What follows belongs to an exercise in optimizing a design on an open flow for small area and a short achievable clock period; a production flow would make more cautious choices. In this exercise RTL edits were held to simulation tests only and were not proved equivalent to the original. No activity file was given, so power comes from the tool's default toggle rates.

## flow/design.v (module list and top-level ports; edited modules follow where they fit)
// module ysyx_22050598_sirv_gnrl_dfflr: 18 lines
// module ysyx_22050598_sirv_gnrl_dffl: 15 lines
// module ysyx_22050598_sirv_gnrl_dfflr_with_resetval: 19 lines
// module S011HD1P_X32Y2D128_BW: 22 lines
// module ysyx_22050598_EX_LS: 53 lines
// module ysyx_22050598_ID_EX: 153 lines
// module ysyx_22050598_IF_ID: 23 lines
// module ysyx_22050598_LS_WB: 27 lines
// module ysyx_22050598_cache: 147 lines
// module ysyx_22050598_cache_lru: 21 lines
// module ysyx_22050598_cache_tag_vaild: 22 lines
// module ysyx_22050598_core: 422 lines
// module ysyx_22050598_cpu: 190 lines
// module ysyx_22050598_exu_alu: 143 lines
// module ysyx_22050598_exu_csr: 88 lines
// module ysyx_22050598_exu_rd_pc_mux: 17 lines
// module ysyx_22050598_pfx_add: 33 lines
// module ysyx_22050598_idu_decode: 224 lines
// module ysyx_22050598_idu_forward: 76 lines
// module ysyx_22050598_ifu: 134 lines
// module ysyx_22050598_ifu_bpu: 13 lines
// module ysyx_22050598_lsu: 289 lines
// module ysyx_22050598_lsu_rd_mux: 8 lines
// module ysyx_22050598_muldiv: 107 lines
// module ysyx_22050598_pipeline_ctrl: 21 lines
// module ysyx_22050598_regfile: 36 lines
// module ysyx_22050598_set_cache_lru: 44 lines
module ysyx_22050598_cpu(
    	input            clk             ,
    	input            rst             ,
    	output           M_AXI_AWID      ,
	output [63:0]    M_AXI_AWADDR    ,
	output [7:0]     M_AXI_AWLEN     ,
	output [2:0]     M_AXI_AWSIZE    ,
	output [1:0]     M_AXI_AWBURST   ,
	output [3:0]     M_AXI_AWCACHE   ,
	output [2:0]     M_AXI_AWPROT    ,
	output [3:0]     M_AXI_AWQOS     ,
	output           M_AXI_AWVALID   ,
	input            M_AXI_AWREADY   ,
	output [63:0]    M_AXI_WDATA     ,
	output [7:0]     M_AXI_WSTRB     ,
	output           M_AXI_WLAST     ,
	output           M_AXI_WVALID    ,
	input            M_AXI_WREADY    ,
	input            M_AXI_BID       ,
	input  [1:0]     M_AXI_BRESP     ,
	input            M_AXI_BVALID    ,
	output           M_AXI_BREADY    ,
	output           M_AXI_ARID      ,
	output [63:0]    M_AXI_ARADDR    ,
	output [7:0]     M_AXI_ARLEN     ,
	output [2:0]     M_AXI_ARSIZE    ,
	output [1:0]     M_AXI_ARBURST   ,
	output [3:0]     M_AXI_ARCACHE   ,
	output [2:0]     M_AXI_ARPROT    ,
	output [3:0]     M_AXI_ARQOS     ,
	output           M_AXI_ARVALID   ,
	input            M_AXI_ARREADY   ,
	input            M_AXI_RID       ,
	input  [63:0]    M_AXI_RDATA     ,
	input  [1:0]     M_AXI_RRESP     ,
	input            M_AXI_RLAST     ,
	input            M_AXI_RVALID    ,
	output           M_AXI_RREADY
);
  // ...
==> flow/flow/run.sh <==
#!/bin/bash
set -uo pipefail
here=$(pwd)
margin=$(tr -d ' \n' < flow/setup_margin.txt)
bash standard.sh synth > "$here/make_synth.log" 2>&1 || { echo "synthesis failed, see make_synth.log"; exit 1; }
bash standard.sh SETUP_SLACK_MARGIN="$margin" finish > "$here/make_layout.log" 2>&1 || { echo "layout failed, see make_layout.log"; exit 1; }
test -s out/final.def || { echo "no out/final.def"; exit 1; }
echo "flow done (setup slack margin $margin)"
==> flow/flow/setup_margin.txt <==
10.5
==> flow/standard.sh <==
#!/bin/bash
# synth_recipe.tcl (not shown) runs the flow's synth.tcl, then flattens the netlist and writes it again
# the make line also repeats each setting of config.mk as NAME=value (left out here)
make -C /OpenROAD-flow-scripts/flow DESIGN_CONFIG=/design/flow/config.mk WORK_HOME=/design/flow/orfs CLKGATE_MAP_FILE= SYNTH_SCRIPT=/design/flow/synth_recipe.tcl "${@:-finish}"
==> flow/config.mk <==
export PLATFORM = sky130hd
export DESIGN_NAME = ysyx_22050598_cpu
export DESIGN_NICKNAME = ysyx_22050598_cpu
export VERILOG_FILES = /design/flow/design.v
export SDC_FILE = /design/flow/constraint.sdc
export NUM_CORES = 8
export LEC_CHECK = 0
export CAP_MARGIN = 40
export CORE_MARGIN = 2
export CORE_UTILIZATION = 35
export CTS_CLUSTER_DIAMETER = 100
export CTS_CLUSTER_SIZE = 20
export SETUP_SLACK_MARGIN = 0.5
export SLEW_MARGIN = 30
==> flow/constraint.sdc <==
create_clock -name core_clock -period 16.0 [get_ports {clk}]
set_input_delay 3.2000 -clock core_clock [delete_from_list [all_inputs] [get_ports {clk}]]
set_output_delay 3.2000 -clock core_clock [all_outputs]
set_load 0.01 [all_outputs]
==> run notes, run 1 <==
- CP max-delay cell: or3_1
- H-tree lvl count: 6
- DR top layer: met5
- P_leak: between 150 and 200 nW
- Sequential Power: ~25 mW
- Layer with the highest usage: met2
- Num CTS Buffers: about 540
- Max-Cap Viols: 0
- DR WL met2: about 980000 um
- Area of the multi-input gates: 169000 um^2
- Finished Layout Cells: 52.4k
- Top power group: sequential cells
- Critical path fanouts, max: 37
- Fill count: approximately 110k
- Vias in the first global route: ~330k
- Multi-input gates: between 20k and 25k
- Critical path class: flop to flop
- Netlist Area Pre-Place: 426000 um^2
- Status: timing/DRC/antenna clean
- Global-route wire length before repair: 3200000 um
- Finished Cell Area: 494000 um^2
- Multi-input combinational area share: 34.3%
- Largest family of logic cells by synthesized area: compound AO/OA/AOI/OAI gates
- Port Buf Inserts: 272
- Residual DRC count: 0
- Most frequent cell after synthesis: edfxtp_1
- Hold Crit Start: m_axi_read_data_dfflr.qout_r[46]
- Min-Delay Path Depth: 0
- Met3 capacity usage during global routing: 15.8%
- Post-placement setup slack: ~7000 ps
- Dpl hpwl: 1670000 um
- Crit path largest cell delay: 700 ps
- # nets final: about 36k
- Leading cell kind: sequential cells
==> inputs of run 2 (changes only) <==
--- a/flow/config.mk
+++ b/flow/config.mk
@@ -7,3 +7,3 @@
 export LEC_CHECK = 0
-export CAP_MARGIN = 40
+export CAP_MARGIN = 20
 export CORE_MARGIN = 2
@@ -13,2 +13,2 @@
 export SETUP_SLACK_MARGIN = 0.5
-export SLEW_MARGIN = 30
+export SLEW_MARGIN = 20
==> run 2 against run 1 <==
Still clean on timing, DRC and antenna. Sequential power is essentially flat. Clock-buffer cell count shrank 20. Clock power is essentially flat. Critical path depth shrank 1. Core utilization shrank 0.32 points. Global-route usage is essentially flat. Worst hold slack lost 3.0 ps. Synthesized cell count is the same. Sequential share of layout area grew 0.41 points.
==> run notes, run 2 <==
- Main flop type after synthesis: edfxtp_1 (unchanged)
- Residual DRC count: 0 (unchanged)
- Port Buf Inserts: 272 (unchanged)
- Clock transition at the registers of the reported paths: 100 ps (about the same)
- Crit path largest cell delay: 1070 ps (was 700 ps)
- Ys async rst share: 0% (unchanged)
- CTS root buf: clkbuf_16 (unchanged)
- Flop and latch count out of synthesis: 8532 (unchanged)
- Reg2Reg Depth: 14 (was 15)
- Vias in the first global route: 331k (was 332k)
- Commonest non-fill, non-tap cells in the layout: 8068 x edfxtp_1, 2549 x nand2_1, 2261 x a22oi_1 (was 8068 x edfxtp_1, 2552 x nand2_1, 2263 x a22oi_1)
- Met2 Track Usage GR: 52.1% (was 52.5%)
- Critical path class: flop to flop (unchanged)
- Sw Pwr: 11.1 mW (was 11.0 mW)
- Hold Crit Start: m_axi_read_data_dfflr.qout_r[46] (unchanged)
- R2R Setup Slk: 10070 ps (was 10150 ps)
- CP Buf/Inv Count: 4 (was 7)
- Finished Cell Area: 490000 um^2 (was 494000 um^2)
- CTS sink count: 8532 (unchanged)
- Post-synth EDFFs: 8068 (unchanged)
- Worst-path cell chain: buf_4, or2_2, nor2_4, buf_4, buf_4, buf_4, a22oi_1, nand3_1, nor3_1, a211oi_2, a21oi_1, o21ai_0, mux2_2, a221o_1 (was buf_4, clkbuf_8, buf_4, nor2b_4, buf_4, nand2_1, buf_4, nor2_2, buf_4, or3_1, a22oi_1, o21ai_0, a2111oi_4, or2_4, inv_1)
- RSZ-0062 raised after global routing: true (unchanged)
- Power Density: 88.5 nW/um^2 (was 87.8 nW/um^2)
- Switching part of the total: 25.6% (was 25.5%)
- Finished Layout Cells: 52.0k (was 52.4k)
- Fin. Hold Viols: 0 (unchanged)
- Tcrit/Tclk final: 37.1% (was 36.6%)
- Post-Synthesis Cells: 34.6k (unchanged)
- Reg power frac: 57.4% (about the same)
- Die width: 1110 um (unchanged)
- CP dominant cell by count: buf_4 (unchanged)
- Post-cts hold buffer count: 0 (unchanged)
- I/O pin cnt: 334 (unchanged)
- Yosys top cell by area: edfxtp_1 (unchanged)
- Crit path time final: 5930 ps (was 5850 ps)
- Commonest non-fill, non-tap cell in the layout: edfxtp_1 (unchanged)
- Share of layout cells above drive strength 1: 16.4% (was 17.3%)
- Netlist Area Pre-Place: 426000 um^2 (unchanged)
- Vias after detailed routing: 370k (was 373k)
- Met3 capacity usage during global routing: 16.6% (was 15.8%)
- DIE HEIGHT: 1110 um (unchanged)
- Status: timing/DRC/antenna clean (unchanged)
- H-tree lvl count: 6 (unchanged)
- Setup TNS: 0 ps (unchanged)
- Avg Cell Area, Syn: 12.3 um^2 (unchanged)
- Critical path's top delay family: buffers and inverters (unchanged)
- Pint: 32.3 mW (about the same)
- Clock tree buffer depth: 5 (unchanged)
- Dpl hpwl: 1650000 um (was 1670000 um)
- Final slew viol count: 0 (unchanged)
- CP startpoint kind: flop (unchanged)
- Fin Clk Skew: 192 ps (was 199 ps)
- CP Data Required Time: 17100 ps (was 16920 ps)
- Clk Latency, worst-skew pair: 1270 ps (about the same)
- Initial antenna violation count: 367 (was 345)
- Row count: 405 (unchanged)
- Overflow after GRT: 0 (unchanged)
- Maximum clock frequency: 0.169 GHz (was 0.171 GHz)
- Slew HR: 6.43% (was 21.9%)
- Clock power frac: 34.2% (was 34.3%)
- DR WL/cell: 47.9 um (was 47.5 um)
- Largest net degree at the start of global routing: 134 (unchanged)
- Critical path fanouts, max: 23 (was 37)
- Cells after DPL: 49.9k (was 50.3k)
- Comb pwr share: 8.4% (was 8.3%)
- Max-Cap Viols: 0 (unchanged)
- Initial core utilization: 35.1% (unchanged)
- DIE AREA: 1230000 um^2 (unchanged)
- Area grow syn2layout: 15.0% (was 15.9%)
- Critical Path End Type: flop (unchanged)
- Total track usage: 38.6% (about the same)
- Drt pass-1 iters: 17 (was 22)
- Final core occ: 40.3% (was 40.7%)
- P_leak: 159 nW (was 162 nW)
- 1st-iter DRT viols: 77.8k (was 80.6k)
- Most frequent cell after synthesis: edfxtp_1 (unchanged)
- Seq/Total Area, Yosys: 59.0% (unchanged)
- Hold Crit Class: flop to flop (unchanged)
- Global-route wire length before repair: 3190000 um (was 3200000 um)
- Num CTS Buffers: 543 (was 544)
- Yosys Warn Count: 29 (unchanged)
- Cell variety after synth: 110 (unchanged)
- # nets final: 35.6k (was 36.1k)
- CTS tree: built (unchanged)
- Routed WL: 2490000 um (about the same)
- Met1 Use GR: 46.5% (was 47.2%)
- CP max-delay cell: a211oi_2 (was or3_1)
- Synth cell count leaders: 8068 x edfxtp_1, 2608 x nand2_1, 2414 x nor2_1 (unchanged)
- Placeable core area: 1220000 um^2 (unchanged)
- Min-Delay Path Depth: 0 (unchanged)
- Post-route ant nets: 0 (unchanged)
- Layer with the highest usage: met2 (unchanged)
- Via density: 7.12 (was 7.11)
- Maximum vdd drop: 0.101 mV (was 0.123 mV)
- Setup-failing EPs final: 0 (unchanged)
- RePlAce Congestion: 1.11 (unchanged)
- Worst-margin pin slew: 1380 ps (was 1170 ps)
- Placed standard-cell area: 456000 um^2 (was 462000 um^2)
- CP Data Arrival Time: 7040 ps (was 6780 ps)
- Top-area cell type share of the netlist area: 56.8% (unchanged)
- Ranking of synthesized cells by area: edfxtp_1 57%, a22oi_1 4.0%, mux4_2 3.6% (unchanged)
## run 2: cell counts after synthesis
Identical to the previous run, type by type.
## run 2: layer usage
metal	routed length (um)	vias to the layer above	part of all wire, %
met1	852000	186000	34
met4	272000	146	11
li1	-	138000	-
met5	2930	-	0.12
met2	980000	36900	39
met3	387000	8769	16
## run 2: area by class of cell
type	count	area (um^2)
clock buffers	688	14200
repair buffers	2709	28200
repair inverters	1	8.76
diodes	661	1650
inverters	550	2190
well taps	16100	20100
fillers	113000	725000
multi-input cells	22700	170000
flip-flops and latches	8532	252000
clock inverters	123	1890
## run 2: timing repair
| action | 4_1_cts | 5_1_grt |
|---|---|---|
| pin swaps | 137 | 181 |
| resized for setup | 1171 | 576 |
| buffers inserted | 339 | 189 |
| gates cloned | 69 | 36 |
| hold endpoints to repair | 0 | 0 |
| endpoints found under the setup margin | 3974 | 1001 |
## run 2: worst max path at each step
stage / from / endpoint / slack (ps) / depth (start not counted)
after floorplan: M_AXI_RLAST / flop / 8300 / 3
after global placement: flop / flop / 6840 / 18
after detailed placement: flop / flop / 6810 / 17
after CTS: flop / M_AXI_WLAST / 10250 / 5
after global routing: flop / flop / 10230 / 24
final: flop / flop / 10070 / 14
## run 2: metrics by stage
step / hold WS (ps) / power (mW) / worst slack (ps)
final: 464 / 43.4 / 10070
after global routing: 488 / 44.1 / 10230
after CTS: 461 / 42.9 / 10250
after detailed placement: 447 / 28.6 / 6810
after global placement: 428 / 28.6 / 6840
after floorplan: 424 / 27.0 / 8300
## run 2: worst register-to-register path: stages, from the launching register on
cell,delay (ps)
dfxtp_1,300
buf_4,260
or2_2,690
nor2_4,300
buf_4,500
buf_4,620
buf_4,690
a22oi_1,220
nand3_1,120
nor3_1,60
a211oi_2,1070
a21oi_1,240
o21ai_0,370
mux2_2,220
a221o_1,150
## run 2: power groups by stage
stage	Clock, mW	Combinational (mW)	Sequential, mW
2_1_floorplan	0	1.89	25.1
3_3_place_gp	0	3.18	25.4
3_5_place_dp	0	3.21	25.4
4_1_cts	14.7	3.32	24.9
5_1_grt	15.5	3.73	24.9
6_report	14.8	3.64	24.9
## run 2: cell families after synthesis
kind of cell / Yosys count / share of synthesized area (%)
AO/OA/AOI/OAI: 10200 / 17.0
multiplexers: 1857 / 6.47
buffers and inverters: 3461 / 3.25
adder cells (fa/ha/maj): 529 / 1.68
flip-flops: 8532 / 59.0
XOR/XNOR: 1593 / 3.27
AND/OR/NAND/NOR: 8483 / 9.33
other: 2 / 0.00176
==> module ysyx_22050598_cache, before the edit <==
module ysyx_22050598_cache (
    input            clk                    ,
    input            rst                    ,
    input            cpu_read_req           ,
    input            cpu_write_req          ,
    input  [63:0]    cpu_addr_a             , 
    input  [7:0]     cpu_wmask              ,
    input  [63:0]    cpu_write_data         ,
    output           cpu_data_ok            ,
    output [63:0]    cpu_read_data          ,
    output [63:0]    mem_req_addr           ,
    output [127:0]   mem_w_data             ,
    output           mem_req_r              ,
    output           mem_req_w              ,
    input  [127:0]   mem_r_data             ,
    input            mem_req_ready          ,
    input            unalign_st             , 
    input            adv                    , 
    input  [31:0]    adv_addr                
);
    localparam TW = 26;
    reg  [4:0] state_r;
    wire s_cmp  = state_r[0];
    wire s_wmem = state_r[1];
    wire s_fill = state_r[2];
    wire s_wline= state_r[3];
    wire s_rline= state_r[4];
    wire [31:0]   cpu_addr = unalign_st ? addr_b : addr_a;
    wire [1:0]    set_i = cpu_addr[5:4];
    wire cpu_req = cpu_read_req | cpu_write_req;
    wire [TW-1:0] tag_r   [0:15];
    wire [15:0]   valid_r ;
    wire [15:0]   dirty_r ;
    wire [127:0]  data_r  [0:15];
    function [3:0] lookup(input [31:0] x);
        integer k;
        begin
            for (k = 0; k < 4; k = k + 1)
                lookup[k] = valid_r[k*4 + x[5:4]] & (tag_r[k*4 + x[5:4]] == x[31:6]);
        end
    endfunction
    wire [31:0] addr_a = {cpu_addr_a[31:3], 3'b0};
    wire [28:0] addr_b_hi;
    ysyx_22050598_pfx_add #(29) u_addr_b (.a(cpu_addr_a[31:3]), .b(29'd0), .cin(1'b1), .s(addr_b_hi), .cout());
    wire [31:0] addr_b = {addr_b_hi, 3'b0};
    reg  [3:0] hit_a_r, hit_b_r;
    always @(posedge clk) begin
        if (rst == 1'b0) begin
            hit_a_r <= 4'b0;
            hit_b_r <= 4'b0;
        end else begin
            if (adv) hit_a_r <= lookup(adv_addr);
            else if (s_fill & (~unalign_st | ~cpu_addr_a[3])) hit_a_r <= way_r;
            hit_b_r <= lookup(addr_b);
        end
    end
    wire [3:0] hit_w = unalign_st ? hit_b_r : hit_a_r;
    wire [TW-1:0] way_tag [0:3];
    wire [127:0]  way_data[0:3];
    genvar w;
    generate
        for (w = 0; w < 4; w = w + 1) begin : g_way
            assign way_tag[w]  = tag_r[w*4 + set_i];
            assign way_data[w] = data_r[w*4 + set_i];
        end
    endgenerate
    wire hit = |hit_w;
    wire [1:0] lru_way;
    wire [3:0] chose = 4'b0001 << lru_way;
    wire line_dirty  = dirty_r[{lru_way, set_i}];
    wire [3:0] way_sel = hit ? hit_w : chose;
    wire [1:0] hit_idx = {hit_w[3] | hit_w[2], hit_w[3] | hit_w[1]};
    reg  [3:0]  way_r ;
    always @(posedge clk) begin
        if (s_cmp & cpu_req) way_r <= way_sel;
    end
    wire        off_r   = cpu_addr[3];
    wire [31:0] addr_r  = cpu_addr;
    wire [63:0] wdata_r = cpu_write_data;
    always @(posedge clk) begin
        if (rst == 1'b0) state_r <= 5'b00001;
        else begin
            if (s_cmp & cpu_req)
                state_r <= hit ? (cpu_read_req ? 5'b00001 : 5'b01000) : (line_dirty ? 5'b00010 : 5'b00100);
            if (s_wmem & mem_req_ready) state_r <= 5'b00100;
            if (s_fill & mem_req_ready) state_r <= cpu_read_req ? 5'b10000 : cpu_write_req ? 5'b01000 : 5'b00100;
            if (s_wline | s_rline) state_r <= 5'b00001;
        end
    end
    ysyx_22050598_cache_lru #(4) u_cache_lru (
        .clk            (clk                        ),
        .rst            (rst                        ),
        .wen            (s_cmp & cpu_req            ),
        .set_index      (set_i                      ),
        .way_index_i    (hit ? hit_idx : lru_way    ),
        .way_index_o    (lru_way                    )
    );
    wire [15:0] wmask_line = off_r ? {cpu_wmask, 8'b0} : {8'b0, cpu_wmask};
    wire [127:0] wline_data = {2{wdata_r}};
    genvar i, b;
    generate
        for (i = 0; i < 16; i = i + 1) begin : g_line
            wire sel = way_r[i/4] & (set_i == (i % 4));
            reg          v_q, d_q;
            reg [TW-1:0] t_q;
            reg [127:0]  l_q;
            always @(posedge clk) begin
                if (rst == 1'b0) begin
                    v_q <= 1'b0;
                    d_q <= 1'b0;
                end else begin
                    if (sel & s_fill) v_q <= 1'b1;
                    if (sel & (s_fill | s_wline)) d_q <= s_wline;
                end
                if (sel & s_fill) t_q <= addr_r[31:6];
            end
            for (b = 0; b < 16; b = b + 1) begin : g_byte
                always @(posedge clk) begin
                    if (sel & ((s_fill & mem_req_ready) | (s_wline & wmask_line[b])))
                        l_q[b*8 +: 8] <= s_wline ? wline_data[b*8 +: 8] : mem_r_data[b*8 +: 8];
                end
            end
            assign valid_r[i] = v_q;
            assign dirty_r[i] = d_q;
            assign tag_r[i]   = t_q;
            assign data_r[i]  = l_q;
        end
    endgenerate
    wire [127:0] hit_line = ({128{hit_w[0]}} & way_data[0]) |
                            ({128{hit_w[1]}} & way_data[1]) |
                            ({128{hit_w[2]}} & way_data[2]) |
                            ({128{hit_w[3]}} & way_data[3]) ;
    assign cpu_read_data = cpu_addr[3] ? hit_line[127:64] : hit_line[63:0];
    assign cpu_data_ok   = (hit & cpu_read_req & s_cmp) | s_wline | s_rline;
    wire [127:0] vic_line = ({128{way_r[0]}} & way_data[0]) |
                            ({128{way_r[1]}} & way_data[1]) |
                            ({128{way_r[2]}} & way_data[2]) |
                            ({128{way_r[3]}} & way_data[3]) ;
    wire [TW-1:0] vic_tag = ({TW{way_r[0]}} & way_tag[0]) |
                            ({TW{way_r[1]}} & way_tag[1]) |
                            ({TW{way_r[2]}} & way_tag[2]) |
                            ({TW{way_r[3]}} & way_tag[3]) ;
    assign mem_w_data   = vic_line;
    assign mem_req_addr = {32'b0, s_wmem ? {vic_tag, addr_r[5:0]} : addr_r};
    assign mem_req_r    = s_fill;
    assign mem_req_w    = s_wmem;
endmodule
==> module ysyx_22050598_cpu, before the edit <==
module ysyx_22050598_cpu(
    	input            clk             ,
    	input            rst             ,
    	output           M_AXI_AWID      ,
	output [63:0]    M_AXI_AWADDR    ,
	output [7:0]     M_AXI_AWLEN     ,
	output [2:0]     M_AXI_AWSIZE    ,
	output [1:0]     M_AXI_AWBURST   ,
	output [3:0]     M_AXI_AWCACHE   ,
	output [2:0]     M_AXI_AWPROT    ,
	output [3:0]     M_AXI_AWQOS     ,
	output           M_AXI_AWVALID   ,
	input            M_AXI_AWREADY   ,
	output [63:0]    M_AXI_WDATA     ,
	output [7:0]     M_AXI_WSTRB     ,
	output           M_AXI_WLAST     ,
	output           M_AXI_WVALID    ,
	input            M_AXI_WREADY    ,
	input            M_AXI_BID       ,
	input  [1:0]     M_AXI_BRESP     ,
	input            M_AXI_BVALID    ,
	output           M_AXI_BREADY    ,
	output           M_AXI_ARID      ,
	output [63:0]    M_AXI_ARADDR    ,
	output [7:0]     M_AXI_ARLEN     ,
	output [2:0]     M_AXI_ARSIZE    ,
	output [1:0]     M_AXI_ARBURST   ,
	output [3:0]     M_AXI_ARCACHE   ,
	output [2:0]     M_AXI_ARPROT    ,
	output [3:0]     M_AXI_ARQOS     ,
	output           M_AXI_ARVALID   ,
	input            M_AXI_ARREADY   ,
	input            M_AXI_RID       ,
	input  [63:0]    M_AXI_RDATA     ,
	input  [1:0]     M_AXI_RRESP     ,
	input            M_AXI_RLAST     ,
	input            M_AXI_RVALID    ,
	output           M_AXI_RREADY
);
    wire [63:0]   ifu_mem_addr        ;
    wire          ifu_mem_valid       ;
    wire [127:0]  ifu_mem_data        ;
    wire          ifu_mem_ready       ;
    wire [63:0]   lsu_mem_addr        ;
    wire [127:0]  lsu_mem_wdata       ;
    wire          lsu_mem_r_req       ;
    wire          lsu_mem_w_req       ;
    wire [7:0]    lsu_wmask           ;
    wire [63:0]   core_ifu_mem_addr   ;
    wire          core_ifu_mem_valid  ;
    wire [127:0]  core_ifu_mem_data   ;
    wire          core_ifu_mem_ready  ;
    wire [63:0]   core_lsu_mem_addr   ;
    wire [127:0]  core_lsu_mem_wdata  ;
    wire          core_lsu_mem_r_req  ;
    wire          core_lsu_mem_w_req  ;
    wire          core_lsu_is_device  ;
    wire [7:0]    core_lsu_wmask      ;
    wire [127:0]  core_lsu_mem_rdata  ;
    wire          core_lsu_mem_ready  ;
ysyx_22050598_core u_ysyx_22050598_core(
    .clk                 (clk               ),
    .rst                 (rst               ),
    .ifu_mem_addr        (core_ifu_mem_addr ),
    .ifu_mem_valid       (core_ifu_mem_valid),
    .ifu_mem_data        (core_ifu_mem_data ),
    .ifu_mem_ready       (core_ifu_mem_ready),
    .lsu_mem_addr        (core_lsu_mem_addr ),
    .lsu_mem_wdata       (core_lsu_mem_wdata),
    .lsu_mem_r_req       (core_lsu_mem_r_req),
    .lsu_mem_w_req       (core_lsu_mem_w_req),
    .lsu_wmask           (core_lsu_wmask    ),
    .lsu_is_device       (core_lsu_is_device),
    .lsu_mem_rdata       (core_lsu_mem_rdata),
    .lsu_mem_ready       (core_lsu_mem_ready)
);
    assign ifu_mem_addr  = {core_ifu_mem_addr[63:4],4'b0000};
    assign ifu_mem_valid = core_ifu_mem_valid ;
    assign lsu_mem_addr  = ({64{~core_lsu_is_device}} & {core_lsu_mem_addr[63:4],4'b0000}) | 
                           ({64{ core_lsu_is_device}} & core_lsu_mem_addr)                 ;
    assign lsu_mem_wdata = core_lsu_mem_wdata ;
    assign lsu_mem_r_req = core_lsu_mem_r_req ;
    assign lsu_mem_w_req = core_lsu_mem_w_req ;
    assign lsu_wmask     = ({8{core_lsu_is_device}} & core_lsu_wmask) | 
                           {8{~core_lsu_is_device}}                   ;
	wire m_axi_waddr_ok = M_AXI_AWVALID & M_AXI_AWREADY	        ;
	wire m_axi_wdata_ok = M_AXI_WVALID  & M_AXI_WREADY		    ;
    wire m_axi_wresp_ok = M_AXI_BVALID  & M_AXI_BREADY          ;
	wire m_axi_raddr_ok = M_AXI_ARVALID & M_AXI_ARREADY		    ;
	wire m_axi_rdata_ok = M_AXI_RVALID  & M_AXI_RREADY		    ;
    wire lsu_mem_w_req_r                                        ;
    wire write_posedge      = ~lsu_mem_w_req_r & lsu_mem_w_req  ;
    wire m_axi_awvalid_r                                        ;
    wire m_axi_awvalid_in   =  write_posedge                    ;
    wire m_axi_awvalid_ena  =  write_posedge | m_axi_waddr_ok   ;
    ysyx_22050598_sirv_gnrl_dfflr #(1) m_axi_w_posedge_dfflr(1'b1, lsu_mem_w_req, lsu_mem_w_req_r, clk, rst);
    ysyx_22050598_sirv_gnrl_dfflr #(1) m_axi_awvalid_dfflr(m_axi_awvalid_ena, m_axi_awvalid_in, m_axi_awvalid_r, clk, rst);
    wire m_axi_cnt_r                                            ;
    wire m_axi_cnt_in  =  ~m_axi_cnt_r                          ;   
    wire m_axi_cnt_ena =  ~core_lsu_is_device & m_axi_wdata_ok  ;
    ysyx_22050598_sirv_gnrl_dfflr #(1) m_axi_cnt_dfflr(m_axi_cnt_ena, m_axi_cnt_in, m_axi_cnt_r, clk, rst);
    wire m_axi_wlast = (core_lsu_is_device & m_axi_wdata_ok) | (~core_lsu_is_device & m_axi_wdata_ok & m_axi_cnt_r);
    wire m_axi_wvalid_r                                         ;
	wire m_axi_wvalid_in  = m_axi_waddr_ok                      ;     
    wire m_axi_wvalid_ena = m_axi_waddr_ok | m_axi_wlast        ;
	ysyx_22050598_sirv_gnrl_dfflr#(1) m_axi_wvalid_dfflr(m_axi_wvalid_ena, m_axi_wvalid_in, m_axi_wvalid_r, clk, rst);
    localparam READ_IDLE    = 2'b00                                  ;
    localparam LSU_READ     = 2'b10                                  ;
    localparam IFU_READ     = 2'b11                                  ;
    wire [1:0] state_r                                               ;
    wire       sta_is_idle          = (~state_r[1])                  ;
    wire       sta_is_lsu_read      = ( state_r[1]) & (~state_r[0])  ;
    wire       sta_is_ifu_read      = ( state_r[1]) & ( state_r[0])  ;
    wire       read_done            = M_AXI_RLAST & m_axi_rdata_ok   ;
    wire       sta_is_idle_exit_ena = sta_is_idle & (lsu_mem_r_req | ifu_mem_valid) ;
    wire       sta_is_lsu_exit_ena  = sta_is_lsu_read  & read_done   ;
    wire       sta_is_ifu_exit_ena  = sta_is_ifu_read  & read_done   ;
    wire [1:0] sta_is_idle_nxt      = lsu_mem_r_req ? LSU_READ : IFU_READ ;
    wire [1:0] sta_is_lsu_read_nxt  = ifu_mem_valid ? IFU_READ : READ_IDLE ;
    wire [1:0] sta_is_ifu_read_nxt  = lsu_mem_r_req ? LSU_READ : READ_IDLE ;
    wire       state_ena = sta_is_idle_exit_ena | 
                           sta_is_lsu_exit_ena  | 
                           sta_is_ifu_exit_ena  ;
    wire [1:0] state_nxt = ({2{sta_is_idle_exit_ena}} & sta_is_idle_nxt     ) |
                           ({2{sta_is_lsu_exit_ena }} & sta_is_lsu_read_nxt ) |
                           ({2{sta_is_ifu_exit_ena }} & sta_is_ifu_read_nxt ) ;
    wire lsu_ena = sta_is_lsu_read ;
    ysyx_22050598_sirv_gnrl_dfflr #(2) m_axi_read_fsm_dfflr(state_ena, state_nxt, state_r, clk, rst);
    wire read_start         = state_ena & state_nxt[1]                          ;
    wire m_axi_arvalid_r                                                        ;
    wire m_axi_arvalid_in   =  read_start                                       ;
    wire m_axi_arvalid_ena  =  read_start | m_axi_raddr_ok                      ;
    ysyx_22050598_sirv_gnrl_dfflr #(1) m_axi_arvalid_dfflr(m_axi_arvalid_ena, m_axi_arvalid_in, m_axi_arvalid_r, clk, rst);
    wire lsu_device_read = lsu_ena & core_lsu_is_device ;
    wire [63:0] m_axi_read_data_r ;
    wire        m_axi_read_data_ena = m_axi_rdata_ok & ~lsu_device_read & ~M_AXI_RLAST;
    ysyx_22050598_sirv_gnrl_dffl  #(64) m_axi_read_data_dfflr(m_axi_read_data_ena, M_AXI_RDATA, m_axi_read_data_r, clk);
    reg  [63:0] araddr_r ;
    reg         arlen0_r ;
    reg  [63:0] awaddr_r ;
    reg         awlen0_r ;
    reg  [63:0] wdata_r  ;
    reg  [7:0]  wstrb_r  ;
    wire        w_cnt_nxt = m_axi_cnt_r ^ m_axi_cnt_ena ;
    always @(posedge clk) begin
        if (read_start) begin
            araddr_r <= state_nxt[0] ? ifu_mem_addr : lsu_mem_addr;
            arlen0_r <= state_nxt[0] | ~core_lsu_is_device;
        end
        if (write_posedge) begin
            awaddr_r <= lsu_mem_addr;
            awlen0_r <= ~core_lsu_is_device;
        end
        wdata_r <= w_cnt_nxt ? lsu_mem_wdata[127:64] : lsu_mem_wdata[63:0];
        wstrb_r <= lsu_wmask;
    end
    assign M_AXI_AWID    = 1'b1             				 	                            ;
    assign M_AXI_AWLEN   = {7'b0,awlen0_r}                                                  ; 
    assign M_AXI_AWSIZE  = 3'b011 				 	                ;
    assign M_AXI_AWBURST = 2'b01                               ;
    assign M_AXI_AWCACHE = 4'b0010   ;
    assign M_AXI_AWPROT  = 3'b000                      |
						   3'b000                            |
		   				   3'b000             	                ;
    assign M_AXI_AWQOS   = 4'b0                            				 	                ;
    assign M_AXI_AWADDR  = awaddr_r                                                         ;
    assign M_AXI_AWVALID = m_axi_awvalid_r                     				                ;
    assign M_AXI_WSTRB   = wstrb_r                                                          ;
    assign M_AXI_WDATA   = wdata_r                                                          ;
    assign M_AXI_WLAST   = core_lsu_is_device | m_axi_cnt_r                                 ;
    assign M_AXI_WVALID  = m_axi_wvalid_r                   				                ;
    assign M_AXI_BREADY  = 1'b1                             				                ; 
    assign M_AXI_ARID    = lsu_ena ? 1'b1 : 1'b0                              		        ;
    assign M_AXI_ARADDR  = araddr_r                                                         ;
    assign M_AXI_ARLEN   = {7'b0,arlen0_r}                                                  ;
    assign M_AXI_ARSIZE  = 3'b011                      				;
    assign M_AXI_ARBURST = 2'b01                               ;
    assign M_AXI_ARCACHE = 4'b0010   ;
    assign M_AXI_ARPROT  = 3'b000                      |
						   3'b000                            |
		   				   3'b000                              ;                             			
    assign M_AXI_ARQOS   = 4'b0                              				                ;
    assign M_AXI_ARVALID = m_axi_arvalid_r                  				                ;
    assign M_AXI_RREADY  = 1'b1                                                             ;     
    assign core_ifu_mem_data  = {M_AXI_RDATA, m_axi_read_data_r} ;
    assign core_ifu_mem_ready = sta_is_ifu_exit_ena              ;
    assign core_lsu_mem_rdata = ({128{~core_lsu_is_device}} & {M_AXI_RDATA, m_axi_read_data_r}) |
                                ({128{ core_lsu_is_device}} & {2{M_AXI_RDATA}})                 ;
    assign core_lsu_mem_ready = sta_is_lsu_exit_ena | m_axi_wresp_ok;             				
endmodule
==> module ysyx_22050598_lsu, before the edit <==
module ysyx_22050598_lsu (
    input           clk             ,
    input           rst             ,
    input [63:0]    ls_store_data   ,
    input [63:0]    ls_loc          ,
    input           load_en         ,
    input           store_en        ,
    input [1:0]     ls_type         ,
    input           load_unsigned   ,
    input           lsu_stall       ,
    input           lsu_adv         , 
    input  [31:0]   lsu_adv_addr    , 
    output          unalign_stall   ,
    output [63:0]   load_data_o     ,
    output [63:0]   lsu_mem_addr    ,
    output [127:0]  lsu_mem_wdata   ,
    output          lsu_mem_r_req   ,
    output          lsu_mem_w_req   ,
    output          lsu_is_device   ,
    output [7:0]    lsu_wmask       ,
    input  [127:0]  lsu_mem_rdata   ,
    input           lsu_mem_ready   
);
    wire addr_is_device = (ls_loc[31] & ~ls_loc[30] & ls_loc[29] & ~ls_loc[28]) ;
    wire cpu_data_ok ;
    wire unalign_state_r                               ; 
    wire state_is_lsu_idle         = ~unalign_state_r  ;
    wire state_is_lsu_unalign      =  unalign_state_r  ;
    wire lsu_unalign ;
    wire device_sta_is_done ;
    wire lsu_ena = (load_en | store_en) ;
    wire device_exit_ena = ( addr_is_device & lsu_mem_ready) | device_sta_is_done;
    wire normal_exit_ena = (~addr_is_device & cpu_data_ok  );
    wire exit_ena = (device_exit_ena | normal_exit_ena);
    wire state_is_idle_exit_ena    =  state_is_lsu_idle & lsu_unalign & lsu_ena & exit_ena ; 
    wire state_is_unalign_exit_ena =  state_is_lsu_unalign & exit_ena; 
    wire unalign_state_ena = state_is_idle_exit_ena | state_is_unalign_exit_ena ;
    wire unalign_state_nxt = state_is_lsu_idle;
    ysyx_22050598_sirv_gnrl_dfflr #(1) lsu_fsm_dfflr(unalign_state_ena, unalign_state_nxt, unalign_state_r, clk, rst);
    wire size_b  = (~ls_type[1]) & (~ls_type[0]) ;
    wire size_h  = (~ls_type[1]) & ( ls_type[0]) ;
    wire size_w  = ( ls_type[1]) & (~ls_type[0]) ;
    wire size_d  = ( ls_type[1]) & ( ls_type[0]) ;
    wire loc_000 = (~ls_loc[2]) & (~ls_loc[1]) & (~ls_loc[0]) ;
    wire loc_001 = (~ls_loc[2]) & (~ls_loc[1]) & ( ls_loc[0]) ;
    wire loc_010 = (~ls_loc[2]) & ( ls_loc[1]) & (~ls_loc[0]) ;
    wire loc_011 = (~ls_loc[2]) & ( ls_loc[1]) & ( ls_loc[0]) ;
    wire loc_100 = ( ls_loc[2]) & (~ls_loc[1]) & (~ls_loc[0]) ;
    wire loc_101 = ( ls_loc[2]) & (~ls_loc[1]) & ( ls_loc[0]) ;
    wire loc_110 = ( ls_loc[2]) & ( ls_loc[1]) & (~ls_loc[0]) ;
    wire loc_111 = ( ls_loc[2]) & ( ls_loc[1]) & ( ls_loc[0]) ;
    wire unalign_h_111 = (size_h & loc_111);
    wire unalign_w_101 = (size_w & loc_101);
    wire unalign_w_110 = (size_w & loc_110);
    wire unalign_w_111 = (size_w & loc_111);
    wire unalign_d_001 = (size_d & loc_001);
    wire unalign_d_010 = (size_d & loc_010);
    wire unalign_d_011 = (size_d & loc_011);
    wire unalign_d_100 = (size_d & loc_100);
    wire unalign_d_101 = (size_d & loc_101);
    wire unalign_d_110 = (size_d & loc_110);
    wire unalign_d_111 = (size_d & loc_111);
    assign lsu_unalign = unalign_h_111      |
                         unalign_w_101      |
                         unalign_w_110      |
                         unalign_w_111      |
                         (size_d & ~loc_000);
    wire [63:0] rdata;
    wire [63:0] device_load_data  = ({64{device_sta_is_done}} & device_load_data_r) | ({64{~device_sta_is_done}} & lsu_mem_rdata[127:64]);
    wire unalign_load_data_ena    = (lsu_unalign & state_is_lsu_idle & load_en);
    wire [63:0] unalign_rdata     = ({64{~addr_is_device}} & rdata) | ({64{addr_is_device}} & device_load_data);
    wire [7:0]  ld_loc  = {loc_111, loc_110, loc_101, loc_100, loc_011, loc_010, loc_001, loc_000};
    wire [3:0]  ld_size = {size_d, size_w, size_h, size_b};
    function [63:0] align_ld(input [63:0] x, input [7:0] lc, input [3:0] sz, input uns);
        reg [7:0]  b;
        reg [15:0] h;
        reg [31:0] w;
        begin
            b = ({8{lc[0]}} & x[7:0])   | ({8{lc[1]}} & x[15:8])  | ({8{lc[2]}} & x[23:16]) | ({8{lc[3]}} & x[31:24]) |
                ({8{lc[4]}} & x[39:32]) | ({8{lc[5]}} & x[47:40]) | ({8{lc[6]}} & x[55:48]) | ({8{lc[7]}} & x[63:56]);
            h = ({16{lc[0]}} & x[15:0])  | ({16{lc[1]}} & x[23:8])  | ({16{lc[2]}} & x[31:16]) | ({16{lc[3]}} & x[39:24]) |
                ({16{lc[4]}} & x[47:32]) | ({16{lc[5]}} & x[55:40]) | ({16{lc[6]}} & x[63:48]);
            w = ({32{lc[0]}} & x[31:0])  | ({32{lc[1]}} & x[39:8])  | ({32{lc[2]}} & x[47:16]) | ({32{lc[3]}} & x[55:24]) |
                ({32{lc[4]}} & x[63:32]);
            align_ld = ({64{sz[0]}} & {{56{b[7]  & ~uns}}, b}) |
                       ({64{sz[1]}} & {{48{h[15] & ~uns}}, h}) |
                       ({64{sz[2]}} & {{32{w[31] & ~uns}}, w}) |
                       ({64{sz[3]}} & x);
        end
    endfunction
    wire [63:0] align_load_data = align_ld(rdata & {64{~lsu_unalign & ~addr_is_device}}, ld_loc, ld_size, load_unsigned) |
                                  align_ld(lsu_mem_rdata[127:64] & {64{addr_is_device & ~device_sta_is_done}}, ld_loc, ld_size, load_unsigned) |
                                  align_ld(device_load_data_r & {64{addr_is_device & device_sta_is_done}}, ld_loc, ld_size, load_unsigned);
    wire [55:0] idle_unalign_load_data_r ;
    wire [55:0] idle_unalign_load_data  = ({56{unalign_d_010}} & {8'b0 ,unalign_rdata[63:16]}) |
                                          ({56{unalign_d_011}} & {16'b0,unalign_rdata[63:24]}) |
                                          ({56{unalign_d_100}} & {24'b0,unalign_rdata[63:32]}) |
                                          ({56{unalign_w_101}} & {32'b0,unalign_rdata[63:40]}) |
                                          ({56{unalign_d_101}} & {32'b0,unalign_rdata[63:40]}) |
                                          ({56{unalign_w_110}} & {40'b0,unalign_rdata[63:48]}) |
                                          ({56{unalign_d_110}} & {40'b0,unalign_rdata[63:48]}) |
                                          ({56{unalign_h_111}} & {48'b0,unalign_rdata[63:56]}) |
                                          ({56{unalign_w_111}} & {48'b0,unalign_rdata[63:56]}) |
                                          ({56{unalign_d_111}} & {48'b0,unalign_rdata[63:56]}) |
                                          ({56{unalign_d_001}} & unalign_rdata[63:8]         ) ;
    wire [63:0] temp_unalign_load_data = ({64{unalign_h_111 & state_is_lsu_unalign}} & {48'b0,unalign_rdata[7:0] ,idle_unalign_load_data_r[7:0] }) |
                                         ({64{unalign_w_101 & state_is_lsu_unalign}} & {32'b0,unalign_rdata[7:0] ,idle_unalign_load_data_r[23:0]}) |
                                         ({64{unalign_w_110 & state_is_lsu_unalign}} & {32'b0,unalign_rdata[15:0],idle_unalign_load_data_r[15:0]}) |
                                         ({64{unalign_w_111 & state_is_lsu_unalign}} & {32'b0,unalign_rdata[23:0],idle_unalign_load_data_r[7:0] }) |
                                         ({64{unalign_d_001 & state_is_lsu_unalign}} & {unalign_rdata[7:0] ,idle_unalign_load_data_r[55:0]})       |
                                         ({64{unalign_d_010 & state_is_lsu_unalign}} & {unalign_rdata[15:0],idle_unalign_load_data_r[47:0]})       |
                                         ({64{unalign_d_011 & state_is_lsu_unalign}} & {unalign_rdata[23:0],idle_unalign_load_data_r[39:0]})       |
                                         ({64{unalign_d_100 & state_is_lsu_unalign}} & {unalign_rdata[31:0],idle_unalign_load_data_r[31:0]})       |
                                         ({64{unalign_d_101 & state_is_lsu_unalign}} & {unalign_rdata[39:0],idle_unalign_load_data_r[23:0]})       |
                                         ({64{unalign_d_110 & state_is_lsu_unalign}} & {unalign_rdata[47:0],idle_unalign_load_data_r[15:0]})       |
                                         ({64{unalign_d_111 & state_is_lsu_unalign}} & {unalign_rdata[55:0],idle_unalign_load_data_r[7:0]})        ;
    wire [63:0] unalign_load_data = ({64{size_h}}  & {{48{temp_unalign_load_data[15] & ~load_unsigned}},temp_unalign_load_data[15:0]}) | 
                                    ({64{size_w}}  & {{32{temp_unalign_load_data[31] & ~load_unsigned}},temp_unalign_load_data[31:0]}) |
                                    ({64{size_d}}  & temp_unalign_load_data ) ;                                 
    wire [63:0] load_data  = ({64{state_is_lsu_idle}} & align_load_data) | ({64{state_is_lsu_unalign}} & unalign_load_data );
    ysyx_22050598_sirv_gnrl_dffl  #(56) unalign_load_data_dfflr(unalign_load_data_ena, idle_unalign_load_data, idle_unalign_load_data_r, clk);
    wire [7:0]  wmask;
    wire [7:0] idle_wmask_b = ({8{loc_000}} & 8'b00000001)  |
                              ({8{loc_001}} & 8'b00000010)  |
                              ({8{loc_010}} & 8'b00000100)  |
                              ({8{loc_011}} & 8'b00001000)  |
                              ({8{loc_100}} & 8'b00010000)  |
                              ({8{loc_101}} & 8'b00100000)  |
                              ({8{loc_110}} & 8'b01000000)  |
                              ({8{loc_111}} & 8'b10000000)  ;
    wire [7:0] idle_wmask_h = ({8{loc_000}} & 8'b00000011) |
                              ({8{loc_001}} & 8'b00000110) |
                              ({8{loc_010}} & 8'b00001100) |
                              ({8{loc_011}} & 8'b00011000) |
                              ({8{loc_100}} & 8'b00110000) |
                              ({8{loc_101}} & 8'b01100000) |
                              ({8{loc_110}} & 8'b11000000) |
                              ({8{loc_111}} & 8'b10000000) ;  
    wire [7:0] idle_wmask_w = ({8{loc_000}} & 8'b00001111) |
                              ({8{loc_001}} & 8'b00011110) |
                              ({8{loc_010}} & 8'b00111100) |
                              ({8{loc_011}} & 8'b01111000) |
                              ({8{loc_100}} & 8'b11110000) |
                              ({8{loc_101}} & 8'b11100000) |
                              ({8{loc_110}} & 8'b11000000) |
                              ({8{loc_111}} & 8'b10000000) ;
    wire [7:0] idle_wmask_d = ({8{loc_000}} & 8'b11111111) |
                              ({8{loc_001}} & 8'b11111110) |
                              ({8{loc_010}} & 8'b11111100) |
                              ({8{loc_011}} & 8'b11111000) |
                              ({8{loc_100}} & 8'b11110000) |
                              ({8{loc_101}} & 8'b11100000) |
                              ({8{loc_110}} & 8'b11000000) |
                              ({8{loc_111}} & 8'b10000000) ;
    wire [7:0] idle_wmask = ({8{size_b}} & idle_wmask_b ) |
                            ({8{size_h}} & idle_wmask_h ) |
                            ({8{size_w}} & idle_wmask_w ) |
                            ({8{size_d}} & idle_wmask_d ) ;
    wire [7:0] unalign_wmask_h = ({8{unalign_h_111}} & 8'b00000001) ;  
    wire [7:0] unalign_wmask_w = ({8{unalign_w_101}} & 8'b00000001) |
                                 ({8{unalign_w_110}} & 8'b00000011) |
                                 ({8{unalign_w_111}} & 8'b00000111) ;
    wire [7:0] unalign_wmask_d = ({8{unalign_d_001}} & 8'b00000001) |
                                 ({8{unalign_d_010}} & 8'b00000011) |
                                 ({8{unalign_d_011}} & 8'b00000111) |
                                 ({8{unalign_d_100}} & 8'b00001111) |
                                 ({8{unalign_d_101}} & 8'b00011111) |
                                 ({8{unalign_d_110}} & 8'b00111111) |
                                 ({8{unalign_d_111}} & 8'b01111111) ;
    wire [7:0] unalign_wmask   = ({8{size_h}} & unalign_wmask_h ) |
                                 ({8{size_w}} & unalign_wmask_w ) |
                                 ({8{size_d}} & unalign_wmask_d ) ;
    assign wmask = ({8{state_is_lsu_idle}} & idle_wmask) | ({8{state_is_lsu_unalign}} & unalign_wmask) ;
    wire [63:0] normal_store_data = ls_store_data ; 
    wire [63:0] idle_data_b  = {8{normal_store_data[7:0]}} ;
    wire [63:0] idle_data_h  = ({64{loc_000}} & {4{normal_store_data[15:0]}})             | 
                               ({64{loc_010}} & {4{normal_store_data[15:0]}})             |
                               ({64{loc_100}} & {4{normal_store_data[15:0]}})             |
                               ({64{loc_110}} & {4{normal_store_data[15:0]}})             |
                               ({64{loc_001}} & {8'b0,{3{normal_store_data[15:0]}},8'b0}) |
                               ({64{loc_011}} & {8'b0,{3{normal_store_data[15:0]}},8'b0}) |
                               ({64{loc_101}} & {8'b0,{3{normal_store_data[15:0]}},8'b0}) |
                               ({64{loc_111}} & {normal_store_data[7:0],56'b0})           ;
    wire [63:0] idle_data_w  = ({64{loc_000}} & {2{normal_store_data[31:0]}})           |
                               ({64{loc_100}} & {2{normal_store_data[31:0]}})           |
                               ({64{loc_001}} & {24'b0,normal_store_data[31:0],8'b0 })  |
                               ({64{loc_010}} & {16'b0,normal_store_data[31:0],16'b0})  |
                               ({64{loc_011}} & {8'b0,normal_store_data[31:0],24'b0})   |
                               ({64{loc_101}} & {normal_store_data[23:0],40'b0})        |
                               ({64{loc_110}} & {normal_store_data[15:0],48'b0})        |
                               ({64{loc_111}} & {normal_store_data[7:0],56'b0})         ;
    wire [63:0] idle_data_d  = ({64{loc_000}} & normal_store_data)                |
                               ({64{loc_001}} & {normal_store_data[55:0],8'b0 })  |
                               ({64{loc_010}} & {normal_store_data[47:0],16'b0})  |
                               ({64{loc_011}} & {normal_store_data[39:0],24'b0})  |
                               ({64{loc_100}} & {normal_store_data[31:0],32'b0})  |
                               ({64{loc_101}} & {normal_store_data[23:0],40'b0})  |
                               ({64{loc_110}} & {normal_store_data[15:0],48'b0})  |
                               ({64{loc_111}} & {normal_store_data[7:0] ,56'b0})  ;
    wire [63:0] idle_data = ({64{size_b}} & idle_data_b ) |
                            ({64{size_h}} & idle_data_h ) |
                            ({64{size_w}} & idle_data_w ) |
                            ({64{size_d}} & idle_data_d ) ;
    wire [63:0] unalign_data_h  = {8{normal_store_data[15:8]}} ;  
    wire [63:0] unalign_data_w  = ({64{unalign_w_101}} & {56'b0,normal_store_data[31:24]}) |
                                  ({64{unalign_w_110}} & {48'b0,normal_store_data[31:16]}) |
                                  ({64{unalign_w_111}} & {40'b0,normal_store_data[31:8]})  ;
    wire [63:0] unalign_data_d  = ({64{unalign_d_001}} & {56'b0,normal_store_data[63:56]})  |
                                  ({64{unalign_d_010}} & {48'b0,normal_store_data[63:48]})  |
                                  ({64{unalign_d_011}} & {40'b0,normal_store_data[63:40]})  |
                                  ({64{unalign_d_100}} & {32'b0,normal_store_data[63:32]})  |
                                  ({64{unalign_d_101}} & {24'b0,normal_store_data[63:24]})  |
                                  ({64{unalign_d_110}} & {16'b0,normal_store_data[63:16]})  |
                                  ({64{unalign_d_111}} & {8'b0 ,normal_store_data[63:8] })  ;
    wire [63:0] unalign_data =  ({64{size_h}} & unalign_data_h ) |
                                ({64{size_w}} & unalign_data_w ) |
                                ({64{size_d}} & unalign_data_d ) ;
    wire [63:0] normal_wdata = ({64{state_is_lsu_idle}} & idle_data) | ({64{state_is_lsu_unalign}} & unalign_data);
    wire         cpu_read_req  = load_en  & ~addr_is_device ;
    wire         cpu_write_req = store_en & ~addr_is_device ; 
    wire [63:0]  cache_mem_addr                             ;
    wire [127:0] cache_mem_wdata                            ;
    wire         cache_mem_r                                ;
    wire         cache_mem_w                                ;
    ysyx_22050598_cache u_ysyx_22050598_dcache (
        .clk                    (clk            ),
        .rst                    (rst            ),
        .cpu_read_req           (cpu_read_req   ),
        .cpu_write_req          (cpu_write_req  ),
        .cpu_addr_a             (ls_loc         ),
        .unalign_st             (state_is_lsu_unalign),
        .adv                    (lsu_adv        ),
        .adv_addr               (lsu_adv_addr   ),
        .cpu_wmask              (wmask          ),
        .cpu_write_data         (normal_wdata   ),
        .cpu_data_ok            (cpu_data_ok    ),
        .cpu_read_data          (rdata          ),
        .mem_req_addr           (cache_mem_addr ),
        .mem_w_data             (cache_mem_wdata),
        .mem_req_r              (cache_mem_r    ), 
        .mem_req_w              (cache_mem_w    ),   
        .mem_r_data             (lsu_mem_rdata  ),
        .mem_req_ready          (lsu_mem_ready  )
    );
    localparam DEVICE_IDLE  = 2'b00 ;
    localparam DEVICE_WRITE = 2'b01 ;
    localparam DEVICE_READ  = 2'b10 ;
    localparam DEVICE_DONE  = 2'b11 ;
    wire [1:0] device_state_r ;
    wire       device_sta_is_idle  = ~device_state_r[1] & ~device_state_r[0];
    wire       device_sta_is_write = ~device_state_r[1] &  device_state_r[0];
    wire       device_sta_is_read  =  device_state_r[1] & ~device_state_r[0];
    assign     device_sta_is_done  =  device_state_r[1] &  device_state_r[0];
    wire   device_sta_is_idle_exit_ena   = device_sta_is_idle  & lsu_ena & addr_is_device  ; 
    wire   device_sta_is_write_exit_ena  = device_sta_is_write & lsu_mem_ready             ;
    wire   device_sta_is_read_exit_ena   = device_sta_is_read  & lsu_mem_ready             ;
    wire   device_sta_is_done_exit_ena   = device_sta_is_done  & ~lsu_stall                ;
    wire [1:0] device_sta_is_idle_nxt  = load_en    ? DEVICE_READ : DEVICE_WRITE           ; 
    wire [1:0] device_sta_is_write_nxt = lsu_stall  ? DEVICE_DONE : DEVICE_IDLE            ;
    wire [1:0] device_sta_is_read_nxt  = lsu_stall  ? DEVICE_DONE : DEVICE_IDLE            ;
    wire [1:0] device_sta_is_done_nxt  = DEVICE_IDLE                                       ;
    wire       device_ena = device_sta_is_idle_exit_ena  | 
                            device_sta_is_write_exit_ena | 
                            device_sta_is_read_exit_ena  |
                            device_sta_is_done_exit_ena  ;
    wire [1:0] device_nxt = ({2{device_sta_is_idle_exit_ena }} & device_sta_is_idle_nxt ) |
                            ({2{device_sta_is_write_exit_ena}} & device_sta_is_write_nxt) |
                            ({2{device_sta_is_read_exit_ena }} & device_sta_is_read_nxt ) |
                            ({2{device_sta_is_done_exit_ena }} & device_sta_is_done_nxt ) ;
    ysyx_22050598_sirv_gnrl_dfflr #(2) device_dfflr(device_ena, device_nxt, device_state_r, clk, rst); 
    wire        device_load_data_ena = device_sta_is_read_exit_ena ;
    wire [63:0] device_load_data_r ;
    ysyx_22050598_sirv_gnrl_dffl  #(64) device_load_data_dfflr(device_load_data_ena, lsu_mem_rdata[127:64], device_load_data_r, clk);               
    wire [63:0] device_wdata = ({64{size_b}} & {8{ls_store_data[7:0]}})  |
                               ({64{size_h}} & {4{ls_store_data[15:0]}}) |
                               ({64{size_w}} & {2{ls_store_data[31:0]}}) |
                               ({64{size_d}} & ls_store_data)            ;
    assign lsu_mem_addr     = ({64{~addr_is_device}}  & cache_mem_addr ) | ({64{addr_is_device & state_is_lsu_idle}} & {ls_loc[63:3],3'b0}) ;
    assign lsu_mem_wdata    = ({128{~addr_is_device}} & cache_mem_wdata) | ({128{addr_is_device}} & {2{device_wdata}}); 
    assign lsu_mem_r_req    = (cache_mem_r | device_sta_is_read );
    assign lsu_mem_w_req    = (cache_mem_w | device_sta_is_write); 
    assign lsu_is_device    = device_sta_is_read | device_sta_is_write ;
    assign lsu_wmask        = wmask ;
    assign unalign_stall = ( lsu_unalign & state_is_lsu_idle & lsu_ena            ) | 
                           (~lsu_unalign & state_is_lsu_idle & ~exit_ena & lsu_ena) | 
                           ( state_is_lsu_unalign & ~exit_ena                     ) ; 
    assign load_data_o   = load_data ;
    wire device_unalign = addr_is_device & lsu_unalign ;
endmodule
==> inputs of run 3 (changes only) <==
--- a/flow/design.v
+++ b/flow/design.v
@@ -347,2 +347,3 @@
     input            unalign_st             , 
+    input            unalign_nxt            , 
     input            adv                    , 
@@ -358,3 +359,3 @@
     wire [31:0]   cpu_addr = unalign_st ? addr_b : addr_a;
-    wire [1:0]    set_i = cpu_addr[5:4];
+    wire [1:0]    set_i = set_r;    
     wire cpu_req = cpu_read_req | cpu_write_req;
@@ -375,3 +376,6 @@
     wire [31:0] addr_b = {addr_b_hi, 3'b0};
-    reg  [3:0] hit_a_r, hit_b_r;
+    reg  [3:0] hit_a_r, hit_w_r;
+    reg  [1:0] set_r;
+    wire [3:0] hit_a_nxt = adv ? lookup(adv_addr) :
+                           (s_fill & (~unalign_st | ~cpu_addr_a[3])) ? way_r : hit_a_r;
     always @(posedge clk) begin
@@ -379,10 +383,10 @@
             hit_a_r <= 4'b0;
-            hit_b_r <= 4'b0;
+            hit_w_r <= 4'b0;
         end else begin
-            if (adv) hit_a_r <= lookup(adv_addr);
-            else if (s_fill & (~unalign_st | ~cpu_addr_a[3])) hit_a_r <= way_r;
-            hit_b_r <= lookup(addr_b);
+            hit_a_r <= hit_a_nxt;
+            hit_w_r <= unalign_nxt ? lookup(addr_b) : hit_a_nxt;
         end
+        set_r <= adv ? adv_addr[5:4] : unalign_nxt ? addr_b[5:4] : addr_a[5:4];
     end
-    wire [3:0] hit_w = unalign_st ? hit_b_r : hit_a_r;
+    wire [3:0] hit_w = hit_w_r;
     wire [TW-1:0] way_tag [0:3];
@@ -1085,2 +1089,3 @@
     reg  [7:0]  wstrb_r  ;
+    reg         wlast_r  ;
     wire        w_cnt_nxt = m_axi_cnt_r ^ m_axi_cnt_ena ;
@@ -1097,2 +1102,3 @@
         wstrb_r <= lsu_wmask;
+        wlast_r <= core_lsu_is_device | w_cnt_nxt;
     end
@@ -1111,3 +1117,3 @@
     assign M_AXI_WDATA   = wdata_r                                                          ;
-    assign M_AXI_WLAST   = core_lsu_is_device | m_axi_cnt_r                                 ;
+    assign M_AXI_WLAST   = wlast_r                                                          ;
     assign M_AXI_WVALID  = m_axi_wvalid_r                   				                ;
@@ -2091,2 +2097,3 @@
         .unalign_st             (state_is_lsu_unalign),
+        .unalign_nxt            (unalign_state_ena ? unalign_state_nxt : unalign_state_r),
         .adv                    (lsu_adv        ),
--- a/flow/config.mk
+++ b/flow/config.mk
@@ -7,3 +7,3 @@
 export LEC_CHECK = 0
-export CAP_MARGIN = 20
+export CAP_MARGIN = 40
 export CORE_MARGIN = 2
@@ -13,2 +13,2 @@
 export SETUP_SLACK_MARGIN = 0.5
-export SLEW_MARGIN = 20
+export SLEW_MARGIN = 30
==> run 3 against run 2 <==
Still clean on timing, DRC and antenna. Sequential cell count grew 3. Critical path depth up 3. Clock-buffer cell count fell by 19. Final area down 1.3%. Core utilization rose by 0.099 points. Synthesized cell count decreased by 6.0%. Worst hold slack better by 7.4 ps. Fmax grew 2.5%. Clock power barely moved. Cell count fell by 3.9%. Synthesized area is 1.7% lower. Setup slack improved by 140 ps. Highest routed layer unchanged.
==> run notes, run 3 <==
- Post-placement setup slack: 6820 ps (was 6810 ps)
- 1st-iter DRT viols: 71.3k (was 77.8k)
- Synth cell count leaders: 8068 x edfxtp_1, 2104 x nor2_1, 2102 x clkbuf_1 (was 8068 x edfxtp_1, 2608 x nand2_1, 2414 x nor2_1)
- H-tree lvl count: 6 (unchanged)
- I/O pin cnt: 334 (unchanged)
- Layer with the highest usage: met2 (unchanged)
- CP dominant cell by count: buf_6 (was buf_4)
- Maximum clock frequency: 0.173 GHz (was 0.169 GHz)
- Post-route ant nets: 0 (unchanged)
- Initial antenna violation count: 346 (was 367)
- Critical Path End Type: flop (unchanged)
- Fin Clk Skew: 158 ps (was 192 ps)
- RePlAce Congestion: 1.07 (was 1.11)
- Fin. Hold Viols: 0 (unchanged)
- Setup-failing EPs final: 0 (unchanged)
- Main flop type after synthesis: edfxtp_1 (unchanged)
- Met3 capacity usage during global routing: 14.7% (was 16.6%)
- Placeable core area: 1200000 um^2 (was 1220000 um^2)
- Crit path largest cell delay: 600 ps (was 1070 ps)
- Residual DRC count: 0 (unchanged)
- Clock transition at the registers of the reported paths: 100 ps (about the same)
- Total track usage: 37.7% (was 38.6%)
- Yosys Warn Count: 29 (unchanged)
- Maximum vdd drop: 0.101 mV (about the same)
- DIE HEIGHT: 1100 um (was 1110 um)
- CP startpoint kind: flop (unchanged)
- Met2 Track Usage GR: 51.1% (was 52.1%)
- Vias in the first global route: 316k (was 331k)
- Global-route wire length before repair: 3080000 um (was 3190000 um)
- Critical path class: flop to flop (unchanged)
- Slew HR: 19.7% (was 6.43%)
- Tcrit/Tclk final: 36.2% (was 37.1%)
- Top-area cell type share of the netlist area: 57.8% (was 56.8%)
- Most frequent cell after synthesis: edfxtp_1 (unchanged)
- CTS sink count: 8535 (was 8532)
- Fill count: 112k (was 113k)
- CP max-delay cell: nor4_4 (was a211oi_2)
- Worst-margin pin slew: 1180 ps (was 1380 ps)
- Commonest non-fill, non-tap cells in the layout: 8068 x edfxtp_1, 2005 x a22oi_1, 1893 x nor2_1 (was 8068 x edfxtp_1, 2549 x nand2_1, 2261 x a22oi_1)
- Avg Cell Area, Syn: 12.9 um^2 (was 12.3 um^2)
- Routed WL: 2390000 um (was 2490000 um)
- Ys async rst share: 0% (unchanged)
- CTS root buf: clkbuf_16 (unchanged)
- Overflow after GRT: 0 (unchanged)
- Finished Cell Area: 484000 um^2 (was 490000 um^2)
- RSZ-0062 raised after global routing: true (unchanged)
- Status: timing/DRC/antenna clean (unchanged)
- Drt pass-1 iters: 12 (was 17)
- Max-Cap Viols: 0 (unchanged)
- WHS: 471 ps (was 464 ps)
- Final WS setup: 10210 ps (was 10070 ps)
- Via density: 7.02 (was 7.12)
- Post-synth EDFFs: 8068 (unchanged)
- Hold Crit Class: flop to flop (unchanged)
- Initial core utilization: 35.0% (was 35.1%)
- Total power: 40.5 mW (was 43.4 mW)
- Ranking of synthesized cells by area: edfxtp_1 58%, mux4_2 5.0%, a22oi_1 3.6% (was edfxtp_1 57%, a22oi_1 4.0%, mux4_2 3.6%)
- Dpl hpwl: 1610000 um (was 1650000 um)
- DR WL/cell: 47.9 um (about the same)
- CP Data Required Time: 17010 ps (was 17100 ps)
- Die width: 1100 um (was 1110 um)
- Cell variety after synth: 110 (unchanged)
- Largest net degree at the start of global routing: 124 (was 134)
- Port Buf Inserts: 272 (unchanged)
- Power Density: 83.7 nW/um^2 (was 88.5 nW/um^2)
- CP Data Arrival Time: 6800 ps (was 7040 ps)
- Area grow syn2layout: 15.4% (was 15.0%)
- Post-Synthesis Cells: 32.5k (was 34.6k)
- DIE AREA: 1210000 um^2 (was 1230000 um^2)
- Crit path time final: 5790 ps (was 5930 ps)
- Netlist Area Pre-Place: 419000 um^2 (was 426000 um^2)
- CTS tree: built (unchanged)
- Commonest non-fill, non-tap cell in the layout: edfxtp_1 (unchanged)
- P_leak: 155 nW (was 159 nW)
- Critical path fanouts, max: 8 (was 23)
- Seq/Total Area, Yosys: 60.0% (was 59.0%)
- Placed standard-cell area: 454000 um^2 (was 456000 um^2)
- # nets final: 34.0k (was 35.6k)
- Final slew viol count: 0 (unchanged)
- Setup TNS: 0 ps (unchanged)
- Vias after detailed routing: 351k (was 370k)
- Share of layout cells above drive strength 1: 17.6% (was 16.4%)
- Row count: 402 (was 405)
- Worst-path cell chain: buf_6, inv_1, ha_1, nor4_4, nand4_1, nor4_4, mux2i_2, buf_4, o31ai_2, buf_6, or4_1, a31oi_2, buf_6, mux2i_4, and2_1, a32oi_1, nor2_1 (was buf_4, or2_2, nor2_4, buf_4, buf_4, buf_4, a22oi_1, nand3_1, nor3_1, a211oi_2, a21oi_1, o21ai_0, mux2_2, a221o_1)
- Yosys top cell by area: edfxtp_1 (unchanged)
- Clock tree buffer depth: 5 (unchanged)
- Met1 Use GR: 46.5% (about the same)
- Clk Latency, worst-skew pair: 1270 ps (about the same)
- Num CTS Buffers: 539 (was 543)
- Flop and latch count out of synthesis: 8535 (was 8532)
==> run 3: timing repair <==
action	CTS	global route
setup buffers	242	150
pin swaps	75	111
cloned	48	26
endpoints found under the setup margin	2027	643
gates resized for setup	849	434
hold endpoints to repair	0	0
hold buffers	0	0
==> run 3: metal layers <==
metal / vias to the layer above / share of wire, %
li1: 132000 / -
met1: 179000 / 35
met2: 32300 / 39
met3: 7452 / 15
met4: 148 / 11
met5: - / 0.086
==> run 3: path summary, 6_finish.rpt <==
| path | from | endpoint | slack, ps | depth (start not counted) |
|---|---|---|---|---|
| worst max-delay path | flop | flop | 10210 | 17 |
| worst min-delay path | flop | flop | 470 | 2 |
| worst max register to register | flop | flop | 10210 | 17 |
| worst min register to register | flop | flop | 470 | 2 |
==> run 3: kinds of logic (layout without fill, tap and decap cells) <==
group,count (synthesis),after routing,synth area share (%)
adders and majority gates,533,533,1.72
xor gates and xnor gates,1599,1600,3.34
other,2,458,0.00179
DFF,8535,8535,60.0
AOI/OAI and AO/OA,9768,9769,16.8
buffers and inverters,3250,4269,3.07
and+or+nand+nor,7159,7161,8.17
muxes,1685,1685,6.84
==> run 3: cell type report <==
cell class	count	area (um^2)	share of cell area [%]
Sequential cell	8535	252000	52.1
Multi-Input combinational cell	20800	162000	33.5
Timing Repair Buffer	3005	31100	6.43
Tap cell	16000	20000	4.13
Clock buffer	669	14100	2.92
Inverter	472	1850	0.382
Clock inverter	121	1790	0.370
Antenna cell	403	1010	0.208
Timing Repair inverter	2	17.5	0.00362
==> run 3: power by group <==
group	total [mW]	internal, mW	switching, mW
clock network	14.7	6.53	8.15
registers	24.5	24.3	0.109
logic	1.35	0.338	1.01
==> run 3: metrics by stage <==
step / util [%] / cells
6_report: 40.4 / 50000
5_1_grt: 40.4 / 49800
4_1_cts: 39.9 / 49200
3_5_place_dp: 38.0 / 48200
3_3_place_gp: 37.4 / 47700
2_1_floorplan: - / 32600
==> run 3: critical path: cells and delay by family, from the launching register on <==
family	cells	cell delay (ps)
DFF	1	360
adders and majority gates	1	470
buffers and inverters	5	1230
and+or+nand+nor	6	2170
AOI/OAI and AO/OA	3	690
muxes	2	530

## static timing again, ports no longer ideal
The flow's constraints put no driver on any port. The routed layouts listed below were extracted and timed again, unchanged, in two steps.
Step 1: set_driving_cell puts a clkbuf_16 on clk and a buf_2 on each other input, an assumption about the parent block.
Step 2 moves the port delays by t, midway between the first and last clock arrival at a register: inputs arrive t later, outputs are due t later. That takes back most of the time a late clock gives input paths.
Slacks: ideal / step 1 / step 2; pairs: ideal / step 1.
| run | t (ns) | setup slack, ns | hold slack, ns | worst data-port slew with drivers (ns) | cell pins on the clock port's net |
|---|---|---|---|---|---|
| run 1 | 1.361 | 10.148 / 10.105 / 9.156 | 0.467 / 0.467 / 0.467 | 0.14 | 1 |
| run 2 | 1.361 | 10.066 / 10.066 / 9.082 | 0.464 / 0.464 / 0.464 | 0.14 | 1 |
| run 3 | 1.357 | 10.211 / 10.211 / 8.858 | 0.471 / 0.471 / 0.471 | 0.45 | 1 |
After both steps every run listed still meets setup and hold. For run 3, which loses most, drivers alone change the setup slack by 0.000 ns; drivers and shift together by -1.353 ns.
